This design comes from an exercise in tuning for small area and a short achievable clock period on the open sky130 flow, not from production work. Only simulation tests tie the RTL to the original design; equivalence was not proved. Power and IR drop assume default switching activity.

### flow/design.v
`timescale 1ns / 1ps
module CPU(clk, rst, pc, instr, wb_we, wb_rd, wb_data, st_we, st_addr, st_data);
    input clk;
    input rst;
    output [8:0] pc;           
    input [31:0] instr;        
    output wb_we;              
    output [4:0] wb_rd;
    output [31:0] wb_data;
    output st_we;              
    output [4:0] st_addr;
    output [31:0] st_data;
    wire [8:0] PC_in_x;
    wire [8:0] PC_out_x;
    wire [31:0] IF_ID_out_x;
    wire wreg_x;
    wire mem2reg_x;
    wire wmem_x;
    wire [3:0] aluc_x;
    wire aluimm_x;
    wire regrt_x;
    wire [4:0] rd_or_rt_x;
    wire [31:0] rs_x;
    wire [31:0] rt_x;
    wire [31:0] extender_x;
    wire wreg_EX;
    wire mem2reg_EX;
    wire wmem_EX;
    wire [3:0] aluc_EX;
    wire aluimm_EX;
    wire [4:0] rd_or_rt_EX;
    wire [31:0] rs_EX;
    wire [31:0] rt_EX;
    wire [31:0] extender_EX;
    wire [31:0] Sign_or_RT_out;
    wire [31:0] ALU_out;
    wire wreg_ExMem;
    wire m2reg_ExMem;
    wire wmem_ExMem;
    wire [4:0] rd_rt_ExMem;
    wire [31:0] ALU_ExMem;
    wire [31:0] rt_ExMem;
    wire [31:0] MemFile_out;
    wire wreg_MemW;
    wire m2reg_MemW;
    wire [4:0] rd_rt_MemW;
    wire [31:0] ALU_MemW;
    wire [31:0] MemFile_MemW;
    wire [31:0] WB_mux;
    wire [1:0] fwdb;
    wire [1:0] fwda;
    wire [31:0] forwardA_out;
    wire [31:0] forwardB_out;
    PC PC_x(PC_in_x, PC_out_x, clk, rst);
    Adder Adder_x(PC_out_x, PC_in_x);
    IF_ID IF_ID_x(instr, IF_ID_out_x, clk, rst);
    ControlUnit ControlUnit_x(IF_ID_out_x, wreg_x, mem2reg_x, wmem_x, aluc_x, aluimm_x, regrt_x, rd_rt_ExMem, m2reg_ExMem, wreg_ExMem, rd_or_rt_EX, mem2reg_EX, wreg_EX, fwdb, fwda);
    rd_rt_mux rd_rt_mux_x(regrt_x, IF_ID_out_x, rd_or_rt_x);
    RegFile RegFile_x(clk, rst, IF_ID_out_x, wreg_MemW, rd_rt_MemW, WB_mux, rs_x, rt_x);
    forwardA forwardA_x(fwda, rs_x, ALU_out, ALU_ExMem, MemFile_out, forwardA_out);
    forwardB forwardB_x(fwdb, rt_x, ALU_out, ALU_ExMem, MemFile_out, forwardB_out);
    Extender Extender_x(IF_ID_out_x, extender_x);
    ID_EXE ID_EXE_x(clk, rst, wreg_x, mem2reg_x, wmem_x, aluc_x, aluimm_x, rd_or_rt_x, forwardA_out, forwardB_out, extender_x, wreg_EX, mem2reg_EX, wmem_EX, aluc_EX, aluimm_EX, rd_or_rt_EX, rs_EX, rt_EX, extender_EX);
    Sign_or_RT Sign_or_RT_x(aluimm_EX, extender_EX, rt_EX, Sign_or_RT_out);
    ALU ALU_x(aluc_EX, rs_EX, Sign_or_RT_out, ALU_out);
    EXE_MEM EXE_MEM_x(clk, rst, wreg_EX, mem2reg_EX, wmem_EX, rd_or_rt_EX, ALU_out, rt_EX, wreg_ExMem, m2reg_ExMem, wmem_ExMem, rd_rt_ExMem, ALU_ExMem, rt_ExMem);
    MEMORY_FILE MEMORY_FILE_x(clk, rst, wmem_ExMem, ALU_ExMem, rt_ExMem, MemFile_out);
    MEM_WB MEM_WB_x(clk, rst, wreg_ExMem, m2reg_ExMem, rd_rt_ExMem, ALU_ExMem, MemFile_out, wreg_MemW, m2reg_MemW, rd_rt_MemW, ALU_MemW, MemFile_MemW);
    Mux_ALU_MEM Mux_ALU_MEM_x(ALU_MemW, MemFile_MemW, m2reg_MemW, WB_mux);
    assign pc = PC_out_x;
    assign wb_we = wreg_MemW;
    assign wb_rd = rd_rt_MemW;
    assign wb_data = WB_mux;
    assign st_we = wmem_ExMem;
    assign st_addr = ALU_ExMem[4:0];
    assign st_data = rt_ExMem;
endmodule
module PC(PC_in,PC_out,clk,rst);
    input clk;
    input rst;
    input [8:0] PC_in;    
    output reg [8:0] PC_out;  
    always @(posedge clk) begin
        if (rst)
            PC_out <= 9'd100;   
        else
            PC_out <= PC_in;     
    end
endmodule
module Adder(adder_in,adder_out);       
    input [8:0] adder_in;
    output [8:0] adder_out;
    assign adder_out = adder_in + 9'd4;
endmodule
module IF_ID(IF_ID_in,IF_ID_out,clk,rst);  
    input clk;
    input rst;
    input [31:0] IF_ID_in;
    output reg [31:0] IF_ID_out;
    always @(posedge clk) begin
        if (rst)
            IF_ID_out <= 32'h00000000;    
        else
            IF_ID_out <= IF_ID_in;
    end
endmodule
module ControlUnit(CU_in,wreg,mem2reg,wmem,aluc,aluimm,regrt, mrn, mm2reg, mwreg, ern, em2reg, ewreg, fwdb, fwda);
    input [31:0] CU_in;  
    input [4:0] mrn;
    input mm2reg;
    input mwreg;
    input [4:0] ern;
    input em2reg;
    input ewreg;
    output reg [1:0] fwdb;
    output reg [1:0] fwda;
    output reg wreg;
    output reg mem2reg;
    output reg wmem;
    output reg [3:0] aluc;
    output reg aluimm;
    output reg regrt;
    always @(*) begin
        wreg = 0;
        mem2reg = 0;
        wmem = 0;
        aluc = 0;
        aluimm = 0;
        regrt = 0;
        if (CU_in[31:26] == 6'b100011) begin  
            wreg = 1;
            mem2reg = 1;
            wmem = 0;
            aluc = 2;
            aluimm = 1;
            regrt = 1;
        end
        else if (CU_in[31:26] == 6'b101011) begin  
            wreg = 0;
            mem2reg = 1;  
            wmem = 1;
            aluc = 2;
            aluimm = 1;
            regrt = 1;  
        end
        else if (CU_in[31:26] == 6'b000000) begin  
            case(CU_in[5:0])
                6'b100000 : begin    
                             wreg = 1;
                             mem2reg = 0;
                             wmem = 0;
                             aluc = 2;
                             aluimm = 0;
                             regrt = 0;
                             end
                6'b100010 : begin    
                             wreg = 1;
                             mem2reg = 0;
                             wmem = 0;
                             aluc = 6;
                             aluimm = 0;
                             regrt = 0;
                             end
                 6'b100101 : begin    
                             wreg = 1;
                             mem2reg = 0;
                             wmem = 0;
                             aluc = 1;
                             aluimm = 0;
                             regrt = 0;
                             end
                 6'b100110 : begin    
                             wreg = 1;
                             mem2reg = 0;
                             wmem = 0;
                             aluc = 7;
                             aluimm = 0;
                             regrt = 0;
                             end
                 6'b100100 : begin    
                             wreg = 1;
                             mem2reg = 0;
                             wmem = 0;
                             aluc = 0;
                             aluimm = 0;
                             regrt = 0;
                             end
                 default :   begin    
                              wreg = 0;
                              mem2reg = 0;
                              wmem = 0;
                              aluc = 0;
                              aluimm = 0;
                              regrt = 0;
                              end
            endcase
        end
        if(ern == CU_in [25:21] & ewreg == 1) begin  
            fwda = 1;
        end
        else if (mrn == CU_in [25:21] & mwreg == 1 & mm2reg == 0) begin  
            fwda = 2;
        end
        else if (mrn == CU_in [25:21] & mwreg == 1 & mm2reg == 1) begin  
            fwda = 3;
        end
        else begin
            fwda = 0;
        end
        if(ern == CU_in [20:16] & ewreg == 1) begin  
            fwdb = 1;
        end
        else if (mrn == CU_in [20:16] & mwreg == 1 & mm2reg == 0) begin  
            fwdb = 2;
        end
        else if (mrn == CU_in [20:16] & mwreg == 1 & mm2reg == 1) begin  
            fwdb = 3;
        end
        else begin
            fwdb = 0;
        end
    end
endmodule
module rd_rt_mux(regrt,rd_or_rt_in,rd_or_rt);
    input regrt;                              
    input [31:0] rd_or_rt_in;                   
    output reg [4:0] rd_or_rt;
    always @(*) begin
        if(regrt) begin
            rd_or_rt = rd_or_rt_in[20:16];  
        end
        else begin
            rd_or_rt = rd_or_rt_in[15:11];  
        end
    end
endmodule
module RegFile(clk, rst, RegFile_in, wreg, write, data, rs, rt);
    integer i;
    reg [31:0] regs [0:31];          
    input clk;
    input rst;
    input [31:0] RegFile_in;       
    input wreg;
    input [4:0] write;
    input [31:0] data;
    output [31:0] rs;
    output [31:0] rt;
    always @(posedge clk) begin
        if (rst) begin
            regs[0] <= 32'h00000000;
            regs[1] <= 32'hA00000AA;
            regs[2] <= 32'h10000011;
            regs[3] <= 32'h20000022;
            regs[4] <= 32'h30000033;
            regs[5] <= 32'h40000044;
            regs[6] <= 32'h50000055;
            regs[7] <= 32'h60000066;
            regs[8] <= 32'h70000077;
            regs[9] <= 32'h80000088;
            regs[10] <= 32'h90000099;
            for (i=11; i<32; i = i + 1) begin
                regs[i] <= 0;
            end
        end
        else if (wreg) begin
            regs[write] <= data;
        end
    end
    assign rs = (wreg && write == RegFile_in[25:21]) ? data : regs[RegFile_in[25:21]];
    assign rt = (wreg && write == RegFile_in[20:16]) ? data : regs[RegFile_in[20:16]];
endmodule
module forwardA(fwda, rs, ealu, malu, mfile, forwardA);
    input [1:0] fwda;
    input [31:0] rs;
    input [31:0] ealu;
    input [31:0] malu;
    input [31:0] mfile;
    output reg [31:0] forwardA;
    always @(*) begin
        case(fwda)
                0 : begin
                     forwardA = rs;
                     end
                1 : begin
                     forwardA = ealu;
                     end
                2 : begin
                     forwardA = malu;
                     end
                3 : begin
                     forwardA = mfile;
                     end
                default : begin
                            forwardA = rs;
                            end
        endcase
    end
endmodule
module forwardB(fwdb, rt, ealu, malu, mfile, forwardB);
    input [1:0] fwdb;
    input [31:0] rt;
    input [31:0] ealu;
    input [31:0] malu;
    input [31:0] mfile;
    output reg [31:0] forwardB;
    always @(*) begin
        case(fwdb)
                0 : begin
                     forwardB = rt;
                     end
                1 : begin
                     forwardB = ealu;
                     end
                2 : begin
                     forwardB = malu;
                     end
                3 : begin
                     forwardB = mfile;
                     end
                default : begin
                            forwardB = rt;
                            end
        endcase
    end
endmodule
module Extender(extender_in, extender);
    input [31:0] extender_in;                   
    output [31:0] extender;
    assign extender = {16'h0000,extender_in[15:0]};
endmodule
module ID_EXE(clk, rst, wreg_in, mem2reg_in, wmem_in, aluc_in, aluimm_in, rd_rt_in, read_rs_in , read_rt_in, extender_in2, wreg, mem2reg, wmem, aluc, aluimm, rd_rt, read_rs, read_rt, extender2);
    input clk;
    input rst;
    input wreg_in;
    input mem2reg_in;
    input wmem_in;
    input [3:0] aluc_in;
    input aluimm_in;
    input [4:0] rd_rt_in;
    input [31:0] read_rs_in;
    input [31:0] read_rt_in;
    input [31:0] extender_in2;
    output reg wreg;
    output reg mem2reg;
    output reg wmem;
    output reg [3:0] aluc;
    output reg aluimm;
    output reg [4:0] rd_rt;
    output reg [31:0] read_rs;
    output reg [31:0] read_rt;
    output reg [31:0] extender2;
    always @(posedge clk) begin
        if (rst) begin
            wreg <= 0;
            wmem <= 0;
        end
        else begin
            wreg <= wreg_in;
            wmem <= wmem_in;
        end
        mem2reg <= mem2reg_in;
        aluc <= aluc_in;
        aluimm <= aluimm_in;
        rd_rt <= rd_rt_in;
        read_rs <= read_rs_in;
        read_rt <= read_rt_in;
        extender2 <= extender_in2;
    end
endmodule
module Sign_or_RT(ealuimm,sign,RT,Sign_or_RT_out);
    input ealuimm;
    input [31:0] sign;  
    input [31:0] RT;    
    output reg [31:0] Sign_or_RT_out;
    always @(*) begin
          if (ealuimm) begin  
            Sign_or_RT_out = sign;
          end
          else begin
            Sign_or_RT_out = RT;
          end
    end
endmodule
module ALU(ealuc,RS, Sign_RT, ALU_out);
    input [3:0] ealuc;
    input [31:0] RS;          
    input [31:0] Sign_RT;     
    output reg [31:0] ALU_out;
    always@(*) begin
        if (ealuc == 2) begin
            ALU_out = RS + Sign_RT;  
        end
        else if (ealuc == 6) begin
            ALU_out = RS - Sign_RT;  
        end
        else if (ealuc == 1) begin
            ALU_out = RS | Sign_RT;  
        end
        else if (ealuc == 7) begin
            ALU_out = RS ^ Sign_RT;  
        end
        else begin
            ALU_out = RS & Sign_RT;  
        end
    end
endmodule
module EXE_MEM(clk,rst,wreg_in,m2reg_in,wmem_in,rd_rt_in,ALU_in,rt_in,wreg,m2reg,wmem,rd_rt,ALU,rt);
    input clk;
    input rst;
    input wreg_in;
    input m2reg_in;
    input wmem_in;
    input [4:0] rd_rt_in;
    input [31:0] ALU_in;
    input [31:0] rt_in;
    output reg wreg;
    output reg m2reg;
    output reg wmem;
    output reg [4:0] rd_rt;
    output reg [31:0] ALU;
    output reg [31:0] rt;
    always@(posedge clk)begin
        if (rst) begin
            wreg <= 0;
            wmem <= 0;
        end
        else begin
            wreg <= wreg_in;
            wmem <= wmem_in;
        end
        m2reg <= m2reg_in;
        rd_rt <= rd_rt_in;
        ALU <= ALU_in;
        rt <= rt_in;
    end
endmodule
module MEMORY_FILE(clk, rst, wmem, address, write_data, MemFile_out);
    integer i;
    reg [31:0] MemFile [0:31];
    input clk;
    input rst;
    input wmem;
    input [31:0] address;       
    input [31:0] write_data;
    output [31:0] MemFile_out;
    always@(posedge clk)begin
        if (rst) begin
            for (i=0; i<32; i = i + 1) begin
                MemFile[i] <= 0;
            end
            MemFile[0] <= 32'hA00000AA;
            MemFile[4] <= 32'h10000011;
            MemFile[8] <= 32'h20000022;
            MemFile[12] <= 32'h30000033;
            MemFile[16] <= 32'h40000044;
            MemFile[20] <= 32'h50000055;
            MemFile[24] <= 32'h60000066;
            MemFile[28] <= 32'h70000077;
        end
        else if(wmem == 1)begin  
            MemFile[address[4:0]] <= write_data;
        end
    end
    assign MemFile_out = MemFile[address[4:0]];
endmodule
module MEM_WB(clk,rst,wreg_in,m2reg_in,rd_rt_in,ALU_in,MemFile_in,wreg,mem2reg,rd_rt,ALU,MemFile);
    input clk;
    input rst;
    input wreg_in;
    input m2reg_in;
    input [4:0] rd_rt_in;
    input [31:0] ALU_in;
    input [31:0] MemFile_in;
    output reg wreg;
    output reg mem2reg;
    output reg [4:0] rd_rt;
    output reg [31:0] ALU;
    output reg [31:0] MemFile;
    always@(posedge clk)begin
        if (rst)
            wreg <= 0;
        else
            wreg <= wreg_in;
        mem2reg <= m2reg_in;
        rd_rt <= rd_rt_in;
        ALU <= ALU_in;
        MemFile <= MemFile_in;
    end
endmodule
module Mux_ALU_MEM(ALU, MemFile, m2reg, MuxOut);
    input [31:0 ]ALU;
    input [31:0] MemFile;
    input m2reg;
    output reg [31:0] MuxOut;
    always@(*)begin
        if (m2reg) begin
            MuxOut = MemFile;
        end
        else begin
            MuxOut = ALU;
        end
    end
endmodule
### flow/run.sh
#!/bin/bash
# synth_recipe.tcl (not shown) runs the flow's synth.tcl, then flattens the netlist and writes it again
# the make line also repeats each setting of config.mk as NAME=value (left out here)
make -C /OpenROAD-flow-scripts/flow DESIGN_CONFIG=/design/flow/config.mk WORK_HOME=/design/flow/orfs CLKGATE_MAP_FILE= SYNTH_SCRIPT=/design/flow/synth_recipe.tcl finish
### flow/config.mk
export PLATFORM = sky130hd
export DESIGN_NAME = CPU
export DESIGN_NICKNAME = CPU
export VERILOG_FILES = /design/flow/design.v
export SDC_FILE = /design/flow/constraint.sdc
export NUM_CORES = 4
export LEC_CHECK = 0
export CAP_MARGIN = 20
export CORE_MARGIN = 2
export CORE_UTILIZATION = 40
export PLACE_DENSITY = 0.6
export SLEW_MARGIN = 20
### flow/constraint.sdc
create_clock -name core_clock -period 4.3 [get_ports {clk}]
set_input_delay 0.8600 -clock core_clock [delete_from_list [all_inputs] [get_ports {clk}]]
set_output_delay 0.8600 -clock core_clock [all_outputs]
set_load 0.01 [all_outputs]
==> summary.txt <==
metal layers:
layer  wire length [um]  part of all wire (%)  track usage, %  vias to the layer above
met1             145000                    37            37.3                    38000
met3              45500                    12            6.09                      838
li1                   -                     -               -                    29700
met4              21400                   5.5            13.0                        4
met2             176000                    45            42.2                     4811
met5                 22                0.0057               0                        -
kinds of logic (layout without fill, tap and decap cells):
logic type               Yosys count  in the layout  share of synthesized area, %
XOR/XNOR                          54             54                         0.429
other                              1              9                       0.00340
adder cells (fa/ha/maj)           98             98                          1.12
flip-flops                      2321           2321                          60.1
AND/OR/NAND/NOR                 2729           2729                          10.1
multiplexers                    1096           1096                          20.9
buffers and inverters            932           1240                          3.39
AO/OA/AOI/OAI                    668            668                          4.00
where the power goes:
group | total, mW | internal, mW | switching, mW
Sequential | 26.3 | 25.4 | 0.905
Combinational | 9.21 | 3.64 | 5.58
Clock | 22.3 | 12.8 | 9.48
Total | 57.8 | 41.9 | 16.0
flip-flops by register name (all words and copies together) (netlist names), 32 cells and up:
name and count:
MEM_WB_x.MemFile 32, RegFile_x.regs 1024, EXE_MEM_x.ALU 32, IF_ID_x.IF_ID_out 32, ID_EXE_x.read_rs 32, MEMORY_FILE_x.MemFile 1024
MEM_WB_x.ALU 32, EXE_MEM_x.rt 32, ID_EXE_x.read_rt 32
worst min path at each step:
stage / to / slack (ns) / depth (start not counted)
finish: MEM_WB_x.ALU[8] / 0.34 / 0
CTS: EXE_MEM_x.rt[26] / 0.34 / 0
global placement: ID_EXE_x.extender2[8] / 0.32 / 0
floorplan: ID_EXE_x.extender2[10] / 0.31 / 0
detailed placement: ID_EXE_x.extender2[8] / 0.32 / 0
global route: EXE_MEM_x.rt[26] / 0.34 / 0
layout make-up:
cell class / count / area, um^2 / share of cell area (%)
tap: 3686 / 4610 / 3.63
clock buffer: 371 / 7330 / 5.77
inverter: 170 / 638 / 0.503
clock inverter: 103 / 1070 / 0.840
sequential: 2321 / 66400 / 52.3
antenna: 7 / 17.5 / 0.0138
timing repair buffer: 596 / 5980 / 4.71
multi-input combinational: 4647 / 40900 / 32.2
through the flow:
stage,utilization [%],power (mW)
final,46.3,57.8
after global routing,46.3,59.3
after CTS,46.3,57.9
after detailed placement,43.2,35.8
after global placement,43.2,35.7
after floorplan,-,31.5
cells in the final DEF, fill, tap and decap left out, drive strengths merged, types with 16 or more instances in the layout:
cell              n
xor2             30
nor2           2101
clkdlybuf4s50   115
nand3            16
a211oi          167
mux4            960
clkinv           79
nand2b           91
nor3             30
edfxtp         1984
dfxtp           337
a21oi           191
clkbuf          371
nor4             20
inv             176
mux2i            74
nor2b           110
mux2             62
buf             481
xnor2            24
o22ai            29
ha               96
o31ai            16
a211o            18
and3             17
nand2           284
o21ai            91
a31oi            27
==> summary.txt <==
Status
  – Status: no timing/DRC/antenna violations

Clock tree
  – Setup Buffers After CTS: 0
  – Num CTS Buffers: 263
  – Worst-skew pair later-pin latency: 0.91 ns
  – CTS resizes: 1
  – Clock root cell: clkbuf_16
  – Clk slew on worst S/H paths: 0.06 ns
  – CTS Sinks: 2321
  – Hold buffer count at CTS: 0
  – H-Tree Depth: 5
  – Clock tree buffer depth: 4
  – CTS tree: yes

Synth
  – Sequential cell area fraction in the yosys report: 60.1%
  – Post-synth EDFFs: 1984
  – Post-synth top area share: 54.0%
  – Syn. warnings: 14
  – Netlist cell types: 83
  – Asr flop ratio synth: 0%
  – Mapped Area: 110000 um^2
  – Syn Area/Cell: 14.0 um^2
  – Yosys top cell by area: edfxtp_1
  – Synth area leaders: edfxtp_1, mux4_2, nor2_1
  – Commonest cells post-synth: nor2_1, edfxtp_1, mux4_2
  – Count leader, synth: nor2_1
  – Post-synthesis register bit count: 2321
  – Ys flop type: edfxtp_1
  – Syn Inst Count: 7899

Setup path
  – FF-to-FF End: ID_EXE_x.read_rs[28]
  – Crit path launch: ID_EXE_x.aluimm
  – CP max-delay cell: o311ai_2
  – RR Startpoint: ID_EXE_x.aluimm
  – Reg2Reg Setup Slack: 0.20 ns
  – CP endpoint kind: flip-flop
  – CP Capture Point: ID_EXE_x.read_rs[28]
  – Arrival time of the worst setup path: 4.86 ns
  – CP cell instances: buf_4 -> mux2i_1 -> ha_1 -> inv_1 -> o311ai_2 -> a41oi_1 -> buf_4 -> o41ai_2 -> a311o_1 -> a21oi_1 -> mux2i_1 -> o31ai_1 -> mux2_1
  – CP max FO: 19
  – Data required, critical path: 5.06 ns
  – Levels on crit path: 13
  – Kind of start point of the critical path: flip-flop
  – Reg2Reg Depth: 13
  – Crit path buffers/inverters: 3
  – Crit path kind: reg -> reg
  – Max stage delay on crit path: 0.46 ns
  – Delay-heaviest family, CP: compound AO/OA/AOI/OAI gates

Route
  – DRT Wirelength: 389 mm
  – Vias per std cell: 6.16
  – Routed vias: 73400
  – Routed Antenna Nets: 0
  – Drt wl/cell: 32.7 um
  – 1st-pass router iterations: 6
  – Detailed Route Iter0 Violations: 10800
  – Remaining DRCs: 0

Floorplanning
  – Die X: 529 um
  – Site row count: 192
  – Die extent in y: 529 um
  – DIE AREA: 280000 um^2
  – Total core area: 274000 um^2
  – Boundary pin count: 119
  – Initial Util: 40.3%

Min path
  – Hold WC Path Type: reg -> reg
  – Hold_sp: EXE_MEM_x.ALU[8]

STA
  – Fmax: 244 MHz
  – Final Setup Violations: 0
  – Final hold violation count: 0
  – Hold Worst Slack: 0.340 ns
  – Worst-margin pin slew: 1.12 ns
  – Fin crit period: 4.10 ns
  – Final Skew: 0.0532 ns
  – RSZ-0062 raised after global routing: yes
  – Pins Over Slew Limit: 0
  – Setup tns final: 0 ns
  – Slew headroom: 25.1%
  – Period utilization: 95.4%
  – Crit path setup slack, layout: 0.198 ns

Finish
  – Fill count: 23900
  – Area grow syn2layout: 15.1%
  – Final nets: 8131
  – Share of layout cells above drive strength 1: 24.7%
  – Finished Layout Cells: 11900
  – Design area: 127000 um^2

Placement
  – GP Congestion: 0.922
  – IO buf count: 116
  – Dpl hpwl: 248 mm
  – Placed insts: 11400
  – Pre-CTS setup slack: 0.0315 ns
  – Area post-placement: 119000 um^2

Flow run
  – Max cap viols: 0

Power and ir drop
  – Pleak: 42.2 nW
  – PwrDens: 455 nW/um^2
  – Maximum VDD drop: 0.319 mV

Global routing
  – First-pass GRT wire length: 547 mm
  – Gr usage total: 27.5%
  – Pin count of the biggest net entering global routing: 84
  – Grt total ovfl: 0
  – Initial antenna violation count: 16
  – Vias in the first global route: 73200

[static timing again, ports no longer ideal]
The flow's constraints put no driver on any port. The routed layout listed below was extracted and timed again, unchanged, in two steps.
Step 1: set_driving_cell puts a clkbuf_16 on clk and a buf_2 on each other input, an assumption about the parent block.
Step 2, shift: input delay + t, output delay - t, t = (earliest + latest rising clock arrival at the registers) / 2. This alone moves slack from input paths to output paths.
Three values: ideal, step 1, step 2; two values: the first two.
t (ns): 0.976
setup WS [ns]: 0.198 / 0.153 / 0.198
worst register clock-pin slew, ns: 0.07 / 0.07
worst data-port slew with drivers (ns): 0.10
After both steps this run still meets setup and hold. For this run, drivers alone change the setup slack by -0.045 ns; drivers and shift together by 0.000 ns.
